This is an optimization exercise on Yosys and OpenROAD, whose aim is small area, not a production implementation. In this exercise RTL edits were held to simulation tests only and were not proved equivalent to the original.

Setup of main:
==> flow/design.v (excerpt) <==
module neural_compressor_top
(
    input  logic        clk,
    input  logic        rst_n,
    input  logic [DATA_WIDTH-1:0]   s_axis_tdata,
    input  logic                    s_axis_tvalid,
    output logic                    s_axis_tready,
    input  logic                    s_axis_tlast,
    output logic [DATA_WIDTH-1:0]   m_axis_tdata,
    output logic [1:0]              m_axis_tuser,   
    output logic                    m_axis_tvalid,
    input  logic                    m_axis_tready,
    output logic                    m_axis_tlast,
    input  logic [DATA_WIDTH-1:0]   cfg_threshold,
    input  logic                    cfg_enable,
    output neural_compressor_pkg::compress_stats_t         stats,
    output logic [15:0]             spike_count
);
    wire [31:0] data_in = s_axis_tdata;
    wire        valid_in = s_axis_tvalid & cfg_enable;
    logic       valid_out;   
    logic       taken;       
    logic [3:0] cnt;
    logic       fresh;     
    logic [29:0] xr;       
    logic [12:0] hf;       
    logic [31:0] yr;       
    logic [31:0] s1, s2, s3, s4;  
    logic [31:0] dr;       
    logic        dz;       
    wire idle  = (cnt == 4'd0);
    wire outc  = (cnt == 4'd11);
    wire last  = outc & ~valid_out;
    wire shy   = (~idle & ~outc) | last;
    wire shs   = ((cnt >= 4'd4) & ~outc) | last;
    wire clrh  = idle | outc;
    wire c4    = (cnt == 4'd4);
    assign s_axis_tready = idle;
    wire [31:0] delta = dz ? 32'd0 : dr;   
    always_ff @(posedge clk or negedge rst_n) begin
        if (!rst_n) begin
            cnt       <= 4'd0;
            valid_out <= 1'b0;
            fresh     <= 1'b1;
  ...
Settings: LEC_CHECK=0, CAP_MARGIN=20, CORE_MARGIN=2, CORE_UTILIZATION=80, SLEW_MARGIN=20, SYNTH_HIERARCHICAL=1, SYNTH_MINIMUM_KEEP_SIZE=0; clock period 120.0 ns.
standard.sh (not shown) runs the stock make flow with config.mk's settings and CLKGATE_MAP_FILE= SYNTH_SCRIPT=/design/flow/synth_recipe.tcl, a recipe that flattens the netlist after the stock synthesis.
==> flow/flow/run.sh <==
#!/bin/bash
# Layout flow: the standard ORFS flow (standard.sh: standard synthesis,
# floorplan, placement, CTS, routing), with two changes:
#  - the I/O port buffers are the smallest buffer cell;
#  - the clock tree uses large leaf clusters of clkbuf_16 (clkbuf_8 above
#    them) and no dummy loads.
# ORFS keeps each step's full log under orfs/logs/; make's own output, and the
# final DEF export's, goes to make_flow.log here.
set -euo pipefail
export BUFFER_PORTS_ARGS="-buffer_cell sky130_fd_sc_hd__buf_1"
export CTS_ARGS="-sink_clustering_enable -repair_clock_nets -buf_list sky130_fd_sc_hd__clkbuf_16 -root_buf sky130_fd_sc_hd__clkbuf_8 -tree_buf sky130_fd_sc_hd__clkbuf_8 -sink_clustering_size 26 -sink_clustering_max_diameter 85 -dont_use_dummy_load"
bash standard.sh > make_flow.log 2>&1
main completed every stage of the flow, and the final layout passed the timing, design-rule and antenna checks.
Edits applied to the flow inputs when going from main to the feature branch:
--- a/flow/design.v
+++ b/flow/design.v
@@ -14,14 +14,45 @@
     input  logic ci,
     output logic s,
     output logic co
 );
     assign s  = a ^ b ^ ci;
     assign co = (a & b) | (ci & (a ^ b));
 endmodule
+module majority
+(
+    input  logic a,
+    input  logic b,
+    input  logic c,
+    output logic y
+);
+    assign y = (a & b) | (c & (a | b));
+endmodule
+module half_adder
+(
+    input  logic a,
+    input  logic b,
+    output logic s,
+    output logic co
+);
+    assign s  = a ^ b;
+    assign co = a & b;
+endmodule
+module counter_inc
+(
+    input  logic [15:0] q,
+    input  logic        en,
+    output logic [15:0] d
+);
+    logic [16:0] c;
+    assign c[0] = en;
+    for (genvar i = 0; i < 16; i++) begin : g_ha
+        half_adder u_ha (.a(q[i]), .b(c[i]), .s(d[i]), .co(c[i+1]));
+    end
+endmodule
 import neural_compressor_pkg::*;
 module neural_compressor_top
 (
     input  logic        clk,
     input  logic        rst_n,
     input  logic [DATA_WIDTH-1:0]   s_axis_tdata,
     input  logic                    s_axis_tvalid,
@@ -399,61 +430,66 @@
     logic [4:0] dcnt;
     logic       window_full;
     logic       spike_flag;
     logic       spike_detected;
     logic       detected_valid;
     wire dtake = valid_out & m_axis_tready;
     wire        neg = yr[31];
-    wire [31:0] mag = yr ^ {32{neg}};
-    logic [32:0] cmp;
-    assign cmp[0] = neg;
+    logic [32:0] gcy;
+    assign gcy[0] = 1'b0;
     for (genvar i = 0; i < 32; i++) begin : g_cmp
-        assign cmp[i+1] = (mag[i] & ~cfg_threshold[i]) | (cmp[i] & (mag[i] | ~cfg_threshold[i]));
+        majority u_maj (.a(yr[i]), .b(gcy[i]), .c(~(cfg_threshold[i] ^ neg)), .y(gcy[i+1]));
     end
+    wire [32:0] cmp = {gcy[32] ^ neg, 32'd0};
     wire refractory = window_full & (dcnt[3:0] != 4'd0);
     wire detect = window_full & (dcnt[3:0] == 4'd0) & cmp[32];
     wire dinc = dtake & ~window_full;
     wire ddec = dtake & refractory;
     wire hit  = dtake & detect;
+    wire [15:0] spike_count_inc;
+    counter_inc u_inc_spikes (.q(spike_count), .en(hit), .d(spike_count_inc));
     always_ff @(posedge clk or negedge rst_n) begin
         if (!rst_n) begin
             dcnt <= '0;
             window_full <= '0;
             spike_count <= '0;
             spike_flag <= '0;
             spike_detected <= '0;
             detected_valid <= '0;
         end else begin
             detected_valid <= dtake | (detected_valid & valid_out & ~m_axis_tready);
             spike_flag <= hit;
             if (dtake) spike_detected <= spike_flag;
             window_full <= window_full | (dinc & (dcnt == 5'd31));
             dcnt <= hit ? 5'd8 : dcnt + {{4{ddec}}, ddec | dinc};
-            spike_count <= spike_count + {15'd0, hit};
+            spike_count <= spike_count_inc;
         end
     end
     logic first_sample;
     logic [15:0] sample_cnt, spike_cnt;
     logic ratio_set;
     assign taken = detected_valid & m_axis_tready;
+    wire [15:0] sample_cnt_inc, spike_cnt_inc;
+    counter_inc u_inc_samples (.q(sample_cnt), .en(m_axis_tvalid), .d(sample_cnt_inc));
+    counter_inc u_inc_spkpkts (.q(spike_cnt), .en(m_axis_tvalid & m_axis_tuser[1] & ~m_axis_tuser[0]), .d(spike_cnt_inc));
     wire raw = spike_detected | first_sample;
     always_ff @(posedge clk or negedge rst_n) begin
         if (!rst_n) begin
             m_axis_tdata <= '0;
             m_axis_tuser <= '0;
             m_axis_tvalid <= '0;
             first_sample <= '1;
             sample_cnt <= '0;
             spike_cnt <= '0;
             ratio_set <= '0;
         end else begin
             m_axis_tvalid <= taken;
             ratio_set <= 1'b1;
-            sample_cnt <= sample_cnt + {15'd0, m_axis_tvalid};
-            spike_cnt <= spike_cnt + {15'd0, m_axis_tvalid & m_axis_tuser[1] & ~m_axis_tuser[0]};
+            sample_cnt <= sample_cnt_inc;
+            spike_cnt <= spike_cnt_inc;
             if (taken) begin
                 m_axis_tdata <= raw ? yr : delta;
                 m_axis_tuser <= {raw, ~spike_detected & first_sample};
                 first_sample <= 1'b0;
             end
         end
     end
## What came out
- As far as CTS sink count goes, main and the feature branch are indistinguishable; the numbers are identical.
- Compared to main, the feature branch has total routed wirelength 5.1 mm lower.
- Compared with main, the feature branch shows a lower synthesized instance count.
- Cell count in the feature branch is 141 lower than in main
- Between main and the feature branch, final critical-path share of the clock period increased.
- There was hardly any difference in final worst clock skew between main and the feature branch.
- On core outline area, the feature branch does better than main.
- Between main and the feature branch, the difference in clock network area share is negligible.
- Delta (the feature branch minus main): cell area went down by 2.0%; post-route minimum period went up by 7.78 ns.

==> port drivers added, routing unchanged <==
How much do the figures lean on ideal ports? The routed layouts below were timed once more, with nothing changed but the port constraints. Step 1 sets driving cells, clkbuf_16 on the clock port and buf_2 on the other inputs (assumed; they add their load-dependent delay and slew). Step 2 moves the port delays by t, midway between the first and last clock arrival at a register: inputs arrive t later, outputs are due t later. That takes back most of the time a late clock gives input paths. Slacks: ideal ports / drivers / drivers and shift; pairs: ideal ports / drivers.
run	shift t [ns]	slack for setup (ns)	worst register clock-pin slew, ns
main	0.611	90.309 / 90.327 / 89.716	0.10 / 0.10
the feature branch	0.595	82.529 / 82.543 / 81.948	0.11 / 0.11
After both steps setup and hold are still met in every run listed. The setup slack of main, which loses most, moves by +0.018 ns with the drivers and by -0.593 ns with both steps.
